Source: an optimization exercise on an open RTL-to-GDS flow (aim: small area, a short achievable clock period and few clock cycles per item). Production flows keep margins and buffers that such runs may drop.
Where RTL was checked, it was by simulation tests only, not by an equivalence proof against the original.
Power is estimated from default activity; no workload was simulated.

Design calc, start of the top module:
module calc (
                  input [7:0]  inpA ,
                  input [7:0]  inpB ,
                  input [01:0] inpOpType ,
                  output[15:0] outC  ,
                  input        iValid ,
                  output       iStall ,
                  input        oStall ,
                  output       oValid ,
                  input        clk ,
                  input        rstn
                  ) ;
   reg         v0, v1, vo, vs ;
   reg         nvo, nvs ;
   reg  [7:0]  a0, b0 ;
   reg  [1:0]  op0 ;
   reg         dv1 ;           
   reg  [19:0] r1 ;
   reg  [15:0] ro, rs ;
   wire        frz  = ~nvs ;              
   wire        take = ~oStall | nvo ;     
   wire        sub  = op0[0] ;
   wire [7:0]  bx   = b0 ^ {8{sub}} ;
   wire [8:0]  ac ;
   wire [7:0]  as ;
   assign ac[0] = sub ;
   genvar j ;
   generate
     for (j = 0; j < 8; j = j + 1) begin : g_as
       assign as[j]   = a0[j] ^ bx[j] ^ ac[j] ;
       assign ac[j+1] = (a0[j] & bx[j]) | (a0[j] & ac[j]) | (bx[j] & ac[j]) ;
     end
   endgenerate
   wire        ov   = ac[8] ^ sub ;           
   wire [15:0] r_as = {{7{ov & sub}}, ov, as} ;
   wire [15:0] r_mul ;
   wire m_pp0_0 = a0[0] & b0[0];
   wire m_pp0_1 = a0[0] & b0[1];
   wire m_pp0_2 = a0[0] & b0[2];
   wire m_pp0_3 = a0[0] & b0[3];
   wire m_pp0_4 = a0[0] & b0[4];
   wire m_pp0_5 = a0[0] & b0[5];
   wire m_pp0_6 = a0[0] & b0[6];
   wire m_pp0_7 = a0[0] & b0[7];
   wire m_pp1_0 = a0[1] & b0[0];
   wire m_pp1_1 = a0[1] & b0[1];
   wire m_pp1_2 = a0[1] & b0[2];
   wire m_pp1_3 = a0[1] & b0[3];
   wire m_pp1_4 = a0[1] & b0[4];
   wire m_pp1_5 = a0[1] & b0[5];
   wire m_pp1_6 = a0[1] & b0[6];
   wire m_pp1_7 = a0[1] & b0[7];
   wire m_pp2_0 = a0[2] & b0[0];
   wire m_pp2_1 = a0[2] & b0[1];
   wire m_pp2_2 = a0[2] & b0[2];
   wire m_pp2_3 = a0[2] & b0[3];
   wire m_pp2_4 = a0[2] & b0[4];
   wire m_pp2_5 = a0[2] & b0[5];
   wire m_pp2_6 = a0[2] & b0[6];
   wire m_pp2_7 = a0[2] & b0[7];
  ...
==> flow/config.mk <==
export PLATFORM = sky130hd
export DESIGN_NAME = calc
export DESIGN_NICKNAME = calc
export VERILOG_FILES = /design/flow/design.v
export SDC_FILE = /design/flow/constraint.sdc
export NUM_CORES = 4
export LEC_CHECK = 0
export ABC_AREA = 1
export CAP_MARGIN = 20
export CORE_MARGIN = 2
export CORE_UTILIZATION = 40
export CTS_BUF_LIST = sky130_fd_sc_hd__clkbuf_8
export SLEW_MARGIN = 20
==> flow/constraint.sdc <==
create_clock -name core_clock -period 38.0 [get_ports {clk}]
set_input_delay 7.6000 -clock core_clock [delete_from_list [all_inputs] [get_ports {clk}]]
set_output_delay 7.6000 -clock core_clock [all_outputs]
set_load 0.01 [all_outputs]
standard.sh (not shown) runs the stock make flow with config.mk's settings and CLKGATE_MAP_FILE= SYNTH_SCRIPT=/design/flow/synth_recipe.tcl, a recipe that flattens the netlist after the stock synthesis.
==> flow/flow/run.sh <==
#!/bin/bash
set -euo pipefail
R=$(pwd)/orfs/results/sky130hd/calc/base

# the standard synthesis, kept for its register names
bash standard.sh synth > 1_standard_synth.log 2>&1
cp "$R/1_2_yosys.v" std_1_2_yosys.v

# the same synthesis without ABC in Yosys's synth
rm -f "$R/1_2_yosys.v" "$R/1_synth.odb" "$R/1_synth.sdc"
if bash standard.sh SYNTH_ARGS=-noabc "$R/1_2_yosys.v" > 2_noabc_synth.log 2>&1 &&
   python3 flow/rename_regs.py std_1_2_yosys.v "$R/1_2_yosys.v" renamed_1_2_yosys.v > 3_rename.log 2>&1; then
  cp renamed_1_2_yosys.v "$R/1_2_yosys.v"
else
  echo "no-abc synthesis not used" >> 3_rename.log
  cp std_1_2_yosys.v "$R/1_2_yosys.v"
fi
touch "$R/1_2_yosys.v"

bash standard.sh BUFFER_PORTS_ARGS="-buffer_cell sky130_fd_sc_hd__buf_2" SETUP_SLACK_MARGIN=29.55 finish > 4_layout.log 2>&1
Other scripts of this flow, unchanged in this note and not shown: flow/flow/rename_regs.py
The first run went through all stages and came out clean.
Testbench counts at the start, summed over its fixed seeds: cycles 12,024, items 12,000.
Change:
--- a/flow/design.v
+++ b/flow/design.v
@@ -300,32 +300,44 @@
    wire dl3_q = dl3_hz & ~dl3_br[5] ;
    wire dl3_r0 = dl3_q ? dl3_d[0] : r1[3] ;
    wire dl3_r1 = dl3_q ? dl3_d[1] : r1[4] ;
    wire dl3_r2 = dl3_q ? dl3_d[2] : r1[5] ;
    wire dl3_r3 = dl3_q ? dl3_d[3] : r1[6] ;
    wire dl3_r4 = dl3_q ? dl3_d[4] : r1[7] ;
    wire dl2_hz = dlhz6 ;
    wire [6:0] dl2_br ;
    wire [5:0] dl2_d ;
    assign dl2_br[0] = 1'b0 ;
+   wire dl2_g0 = ~r1[2] & b1[0] ;
+   wire dl2_p0 = ~(r1[2] ^ b1[0]) ;
+   wire dl2_g1 = ~dl3_r0 & b1[1] ;
+   wire dl2_p1 = ~(dl3_r0 ^ b1[1]) ;
+   wire dl2_g2 = ~dl3_r1 & b1[2] ;
+   wire dl2_p2 = ~(dl3_r1 ^ b1[2]) ;
+   wire dl2_g3 = ~dl3_r2 & b1[3] ;
+   wire dl2_p3 = ~(dl3_r2 ^ b1[3]) ;
+   wire dl2_g4 = ~dl3_r3 & b1[4] ;
+   wire dl2_p4 = ~(dl3_r3 ^ b1[4]) ;
+   wire dl2_g5 = ~dl3_r4 & b1[5] ;
+   wire dl2_p5 = ~(dl3_r4 ^ b1[5]) ;
+   assign dl2_br[1] = dl2_g0 | (dl2_p0 & dl2_br[0]) ;
+   assign dl2_br[2] = dl2_g1 | (dl2_p1 & dl2_g0) | (dl2_p1 & dl2_p0 & dl2_br[0]) ;
+   assign dl2_br[3] = dl2_g2 | (dl2_p2 & dl2_br[2]) ;
+   assign dl2_br[4] = dl2_g3 | (dl2_p3 & dl2_g2) | (dl2_p3 & dl2_p2 & dl2_br[2]) ;
+   assign dl2_br[5] = dl2_g4 | (dl2_p4 & dl2_br[4]) ;
+   assign dl2_br[6] = dl2_g5 | (dl2_p5 & dl2_g4) | (dl2_p5 & dl2_p4 & dl2_br[4]) ;
    assign dl2_d[0] = r1[2] ^ b1[0] ^ dl2_br[0] ;
-   assign dl2_br[1] = (~r1[2] & b1[0]) | (~(r1[2] ^ b1[0]) & dl2_br[0]) ;
    assign dl2_d[1] = dl3_r0 ^ b1[1] ^ dl2_br[1] ;
-   assign dl2_br[2] = (~dl3_r0 & b1[1]) | (~(dl3_r0 ^ b1[1]) & dl2_br[1]) ;
    assign dl2_d[2] = dl3_r1 ^ b1[2] ^ dl2_br[2] ;
-   assign dl2_br[3] = (~dl3_r1 & b1[2]) | (~(dl3_r1 ^ b1[2]) & dl2_br[2]) ;
    assign dl2_d[3] = dl3_r2 ^ b1[3] ^ dl2_br[3] ;
-   assign dl2_br[4] = (~dl3_r2 & b1[3]) | (~(dl3_r2 ^ b1[3]) & dl2_br[3]) ;
    assign dl2_d[4] = dl3_r3 ^ b1[4] ^ dl2_br[4] ;
-   assign dl2_br[5] = (~dl3_r3 & b1[4]) | (~(dl3_r3 ^ b1[4]) & dl2_br[4]) ;
    assign dl2_d[5] = dl3_r4 ^ b1[5] ^ dl2_br[5] ;
-   assign dl2_br[6] = (~dl3_r4 & b1[5]) | (~(dl3_r4 ^ b1[5]) & dl2_br[5]) ;
    wire dl2_q = dl2_hz & ~dl2_br[6] ;
    wire dl2_r0 = dl2_q ? dl2_d[0] : r1[2] ;
    wire dl2_r1 = dl2_q ? dl2_d[1] : dl3_r0 ;
    wire dl2_r2 = dl2_q ? dl2_d[2] : dl3_r1 ;
    wire dl2_r3 = dl2_q ? dl2_d[3] : dl3_r2 ;
    wire dl2_r4 = dl2_q ? dl2_d[4] : dl3_r3 ;
    wire dl2_r5 = dl2_q ? dl2_d[5] : dl3_r4 ;
    wire dl1_hz = dlhz7 ;
    wire [7:0] dl1_br ;
    wire [6:0] dl1_d ;
Result: Register-to-register slack improves by 0.75 ns. Worst hold slack improves by 0.014 ns. Routed wire length barely changes. Maximum frequency stays flat. Worst setup slack improves by 0.0069 ns. Sequential power rises by about 2%. Power rises by 4.3%. Sequential share of layout area falls by 0.38 points.
For the second run of this note, only the layout was checked, not whether the RTL still works.

========
== v6 ==
calc, a different RTL version from the one above (not shown whole).
For scale: ~470 cells after synthesis.
==> flow/config.mk <==
export PLATFORM = sky130hd
export DESIGN_NAME = calc
export DESIGN_NICKNAME = calc
export VERILOG_FILES = /design/flow/design.v
export SDC_FILE = /design/flow/constraint.sdc
export NUM_CORES = 4
export LEC_CHECK = 0
export ABC_AREA = 1
export CAP_MARGIN = 20
export CORE_MARGIN = 2
export CORE_UTILIZATION = 40
export CTS_BUF_LIST = sky130_fd_sc_hd__clkbuf_8
export SLEW_MARGIN = 20
==> flow/constraint.sdc <==
create_clock -name core_clock -period 38.0 [get_ports {clk}]
set_input_delay 7.6000 -clock core_clock [delete_from_list [all_inputs] [get_ports {clk}]]
set_output_delay 7.6000 -clock core_clock [all_outputs]
set_load 0.01 [all_outputs]
==> flow/flow/run.sh <==
#!/bin/bash
# Layout flow: the standard layout (standard.sh) with these changes.
#  1. Synthesis is the standard synthesis run with Yosys's `synth -noabc`, so
#     the full adders written out in the RTL are found by extract_fa before any
#     ABC restructuring (saving the inverters ABC leaves between them). The
#     registers are the standard synthesis's: same cells, and renamed to the
#     standard synthesis's names (rename_regs.py checks that they pair one to
#     one). If they do not pair, the standard synthesis is used as it is.
#  2. Every combinational cell of that netlist is set to the smallest drive
#     strength of its family (downsize.py); the flow's repair steps size up
#     what timing, slew or load needs.
#     Then an inverter that is the only load of the inverting gate driving
#     it is folded with that gate into the gate's non-inverting version
#     (merge_inv.py: nand2 + inv -> and2, a21oi + inv -> a21o, ...).
#     Last, ABC re-maps the combinational cells (all but the full adders) for
#     area: strash; dch -f; amap; topo; dnsize (remap.tcl, remap.abc).
#  3. The buffers on the input and output ports are buf_1 cells instead of
#     the flow's default choice, a delay cell (clkdlybuf4s50_1).
#  5. Clock tree synthesis runs with the flow's usual arguments plus
#     -dont_use_dummy_load (no dummy load cells on the clock tree's leaves).
# Each step's output goes to a log file of its own in this folder; the ORFS
# tools' own logs are under orfs/logs.
set -euo pipefail
R=$(pwd)/orfs/results/sky130hd/calc/base

# the standard synthesis, kept for its register names
bash standard.sh synth > 1_standard_synth.log 2>&1
cp "$R/1_2_yosys.v" std_1_2_yosys.v

# the same synthesis without ABC in Yosys's synth
rm -f "$R/1_2_yosys.v" "$R/1_synth.odb" "$R/1_synth.sdc"
if bash standard.sh SYNTH_ARGS=-noabc "$R/1_2_yosys.v" > 2_noabc_synth.log 2>&1 &&
   python3 flow/rename_regs.py std_1_2_yosys.v "$R/1_2_yosys.v" renamed_1_2_yosys.v > 3_rename.log 2>&1; then
  cp renamed_1_2_yosys.v "$R/1_2_yosys.v"
else
  echo "no-abc synthesis not used" >> 3_rename.log
  cp std_1_2_yosys.v "$R/1_2_yosys.v"
fi
# every combinational cell at the smallest drive strength of its family;
# the repair steps of the layout size up what timing, slew or load needs
python3 flow/downsize.py "$FLOW_HOME/platforms/sky130hd/lib/sky130_fd_sc_hd__tt_025C_1v80.lib" \
  "$R/1_2_yosys.v" downsized_1_2_yosys.v > 5_downsize.log 2>&1 &&
  cp downsized_1_2_yosys.v "$R/1_2_yosys.v"
# an inverter that alone loads the inverting gate driving it (NAND, NOR,
# AOI, OAI, ...) becomes, with that gate, the gate's non-inverting version
python3 flow/merge_inv.py "$R/1_2_yosys.v" merged_1_2_yosys.v \
  "$FLOW_HOME/platforms/sky130hd/lib/sky130_fd_sc_hd__tt_025C_1v80.lib" > 6_merge_inv.log 2>&1 &&
  cp merged_1_2_yosys.v "$R/1_2_yosys.v"
# the combinational cells re-mapped by ABC for area (remap.tcl, remap.abc);
# kept only if the registers are still the standard synthesis's
YOSYS="$FLOW_HOME/../tools/install/yosys/bin/yosys"
[[ -x "$YOSYS" ]] || YOSYS=yosys
DONT_USE=$(sed -n '/DONT_USE_CELLS += /,/^#/p' "$FLOW_HOME/platforms/sky130hd/config.mk" |
           grep -o 'sky130_fd_sc_hd__[A-Za-z0-9_]*' | tr '\n' ' ')
export DONT_USE
if NET="$R/1_2_yosys.v" OUT=remapped_1_2_yosys.v SCRIPT=flow/remap.abc \
     LIB="$FLOW_HOME/platforms/sky130hd/lib/sky130_fd_sc_hd__tt_025C_1v80.lib" \
     "$YOSYS" -c flow/remap.tcl > 7_remap.log 2>&1 &&
   python3 flow/rename_regs.py std_1_2_yosys.v remapped_1_2_yosys.v remapped2_1_2_yosys.v > 8_remap_regs.log 2>&1 &&
   ! grep -q -w -F -f <(tr ' ' '\n' <<< "$DONT_USE" | grep .) remapped2_1_2_yosys.v; then
  cp remapped2_1_2_yosys.v "$R/1_2_yosys.v"
else
  echo "re-mapped netlist not used" >> 8_remap_regs.log
fi
touch "$R/1_2_yosys.v"

bash standard.sh BUFFER_PORTS_ARGS="-buffer_cell sky130_fd_sc_hd__buf_1" SETUP_SLACK_MARGIN=29.55 CTS_ARGS="-sink_clustering_enable -repair_clock_nets -buf_list sky130_fd_sc_hd__clkbuf_8 -dont_use_dummy_load" finish > 4_layout.log 2>&1
Other scripts of this flow, unchanged in this note and not shown: flow/flow/downsize.py, flow/flow/merge_inv.py, flow/flow/remap.abc, flow/flow/remap.tcl, flow/flow/rename_regs.py
Inputs modified between v6 and v7:
--- a/flow/design.v
+++ b/flow/design.v
@@ -216,61 +216,49 @@
    wire dhhz1 = ~|b0[7:1] ;
    wire dhhz2 = ~|b0[7:2] ;
    wire dhhz3 = ~|b0[7:3] ;
    wire dhhz4 = ~|b0[7:4] ;
    wire dhhz5 = ~|b0[7:5] ;
    wire dhhz6 = ~|b0[7:6] ;
    wire dhhz7 = ~|b0[7:7] ;
    wire dhhz8 = 1'b1 ;
    wire dh7_hz = dhhz1 ;
    wire [1:0] dh7_br ;
    wire [0:0] dh7_d ;
    assign dh7_br[0] = 1'b0 ;
-   wire dh7_g0 = ~a0[7] & b0[0] ;
-   wire dh7_p0 = ~(a0[7] ^ b0[0]) ;
-   assign dh7_br[1] = dh7_g0 | (dh7_p0 & dh7_br[0]) ;
    assign dh7_d[0] = a0[7] ^ b0[0] ^ dh7_br[0] ;
+   assign dh7_br[1] = (~a0[7] & b0[0]) | (~(a0[7] ^ b0[0]) & dh7_br[0]) ;
    wire dh7_q = dh7_hz & ~dh7_br[1] ;
    wire dh7_r0 = dh7_q ? dh7_d[0] : a0[7] ;
    wire dh6_hz = dhhz2 ;
    wire [2:0] dh6_br ;
    wire [1:0] dh6_d ;
    assign dh6_br[0] = 1'b0 ;
-   wire dh6_g0 = ~a0[6] & b0[0] ;
-   wire dh6_p0 = ~(a0[6] ^ b0[0]) ;
-   wire dh6_g1 = ~dh7_r0 & b0[1] ;
-   wire dh6_p1 = ~(dh7_r0 ^ b0[1]) ;
-   assign dh6_br[1] = dh6_g0 | (dh6_p0 & dh6_br[0]) ;
-   assign dh6_br[2] = dh6_g1 | (dh6_p1 & dh6_g0) | (dh6_p1 & dh6_p0 & dh6_br[0]) ;
    assign dh6_d[0] = a0[6] ^ b0[0] ^ dh6_br[0] ;
+   assign dh6_br[1] = (~a0[6] & b0[0]) | (~(a0[6] ^ b0[0]) & dh6_br[0]) ;
    assign dh6_d[1] = dh7_r0 ^ b0[1] ^ dh6_br[1] ;
+   assign dh6_br[2] = (~dh7_r0 & b0[1]) | (~(dh7_r0 ^ b0[1]) & dh6_br[1]) ;
    wire dh6_q = dh6_hz & ~dh6_br[2] ;
    wire dh6_r0 = dh6_q ? dh6_d[0] : a0[6] ;
    wire dh6_r1 = dh6_q ? dh6_d[1] : dh7_r0 ;
    wire dh5_hz = dhhz3 ;
    wire [3:0] dh5_br ;
    wire [2:0] dh5_d ;
    assign dh5_br[0] = 1'b0 ;
-   wire dh5_g0 = ~a0[5] & b0[0] ;
-   wire dh5_p0 = ~(a0[5] ^ b0[0]) ;
-   wire dh5_g1 = ~dh6_r0 & b0[1] ;
-   wire dh5_p1 = ~(dh6_r0 ^ b0[1]) ;
-   wire dh5_g2 = ~dh6_r1 & b0[2] ;
-   wire dh5_p2 = ~(dh6_r1 ^ b0[2]) ;
-   assign dh5_br[1] = dh5_g0 | (dh5_p0 & dh5_br[0]) ;
-   assign dh5_br[2] = dh5_g1 | (dh5_p1 & dh5_g0) | (dh5_p1 & dh5_p0 & dh5_br[0]) ;
-   assign dh5_br[3] = dh5_g2 | (dh5_p2 & dh5_br[2]) ;
    assign dh5_d[0] = a0[5] ^ b0[0] ^ dh5_br[0] ;
+   assign dh5_br[1] = (~a0[5] & b0[0]) | (~(a0[5] ^ b0[0]) & dh5_br[0]) ;
    assign dh5_d[1] = dh6_r0 ^ b0[1] ^ dh5_br[1] ;
+   assign dh5_br[2] = (~dh6_r0 & b0[1]) | (~(dh6_r0 ^ b0[1]) & dh5_br[1]) ;
    assign dh5_d[2] = dh6_r1 ^ b0[2] ^ dh5_br[2] ;
+   assign dh5_br[3] = (~dh6_r1 & b0[2]) | (~(dh6_r1 ^ b0[2]) & dh5_br[2]) ;
    wire dh5_q = dh5_hz & ~dh5_br[3] ;
    wire dh5_r0 = dh5_q ? dh5_d[0] : a0[5] ;
    wire dh5_r1 = dh5_q ? dh5_d[1] : dh6_r0 ;
    wire dh5_r2 = dh5_q ? dh5_d[2] : dh6_r1 ;
    wire dh4_hz = dhhz4 ;
    wire [4:0] dh4_br ;
    wire [3:0] dh4_d ;
    assign dh4_br[0] = 1'b0 ;
    wire dh4_g0 = ~a0[4] & b0[0] ;
    wire dh4_p0 = ~(a0[4] ^ b0[0]) ;
    wire dh4_g1 = ~dh5_r0 & b0[1] ;
    wire dh4_p1 = ~(dh5_r0 ^ b0[1]) ;
## What came out
Having completed the whole flow, v7 delivered a layout that passed the timing, design-rule and antenna checks.
Launch point of the critical path = ro[11]: v7; launch point of the critical path = ro[3]: v6
Delta (v7 minus v6): number of multi-input combinational cells in the layout went up by 3; area after detailed placement shows a reduction of 0.68%; proportion of final cell area spent on non-clock buffers stayed essentially flat; core area decreased by about 0.4% relative to the old numbers.
Diff v7..v6 | insertion delay to the later sink of the worst-skew pair | negligible
In the metrics for v7 and v6, the one carrying the lower first-iteration detailed-routing DRC count is v6.
Final critical path time including I/O delays and setup delta (v7 − v6): favourable
Compared v7 against v6; number of max-slew violations in the final report within noise.
Fmax delta (v7 -> v6): insignificant
Between v6 and v7, wire length of the first global-routing pass decreased.
Function was not checked in any run of this note: the RTL went through the layout flow alone.

==> static timing again, ports no longer ideal <==
In the flow no input, the clock included, has a driving cell. The finished layouts below were timed again as built, in two steps. Step 1: set_driving_cell puts a clkbuf_16 on clk and a buf_2 on each other input, an assumption about the parent block. Step 2 moves the port delays by t, midway between the first and last clock arrival at a register: inputs arrive t later, outputs are due t later. That takes back most of the time a late clock gives input paths. Three values: ideal, step 1, step 2; two values: the first two.
run | t, ns | slack for setup (ns) | worst setup path after step 2 | latest minus earliest clock arrival (ns)
the first run of note 1 | 0.397 | 29.504 / 29.470 / 29.404 | input to register | 0.025 / 0.025
the second run of note 1 | 0.401 | 29.511 / 29.479 / 29.411 | input to register | 0.018 / 0.018
v6 | 0.385 | 29.526 / 29.492 / 29.462 | input to register | 0.022 / 0.023
v7 | 0.384 | 29.529 / 29.493 / 29.480 | input to register | 0.030 / 0.030
After both steps every run listed still meets setup and hold.
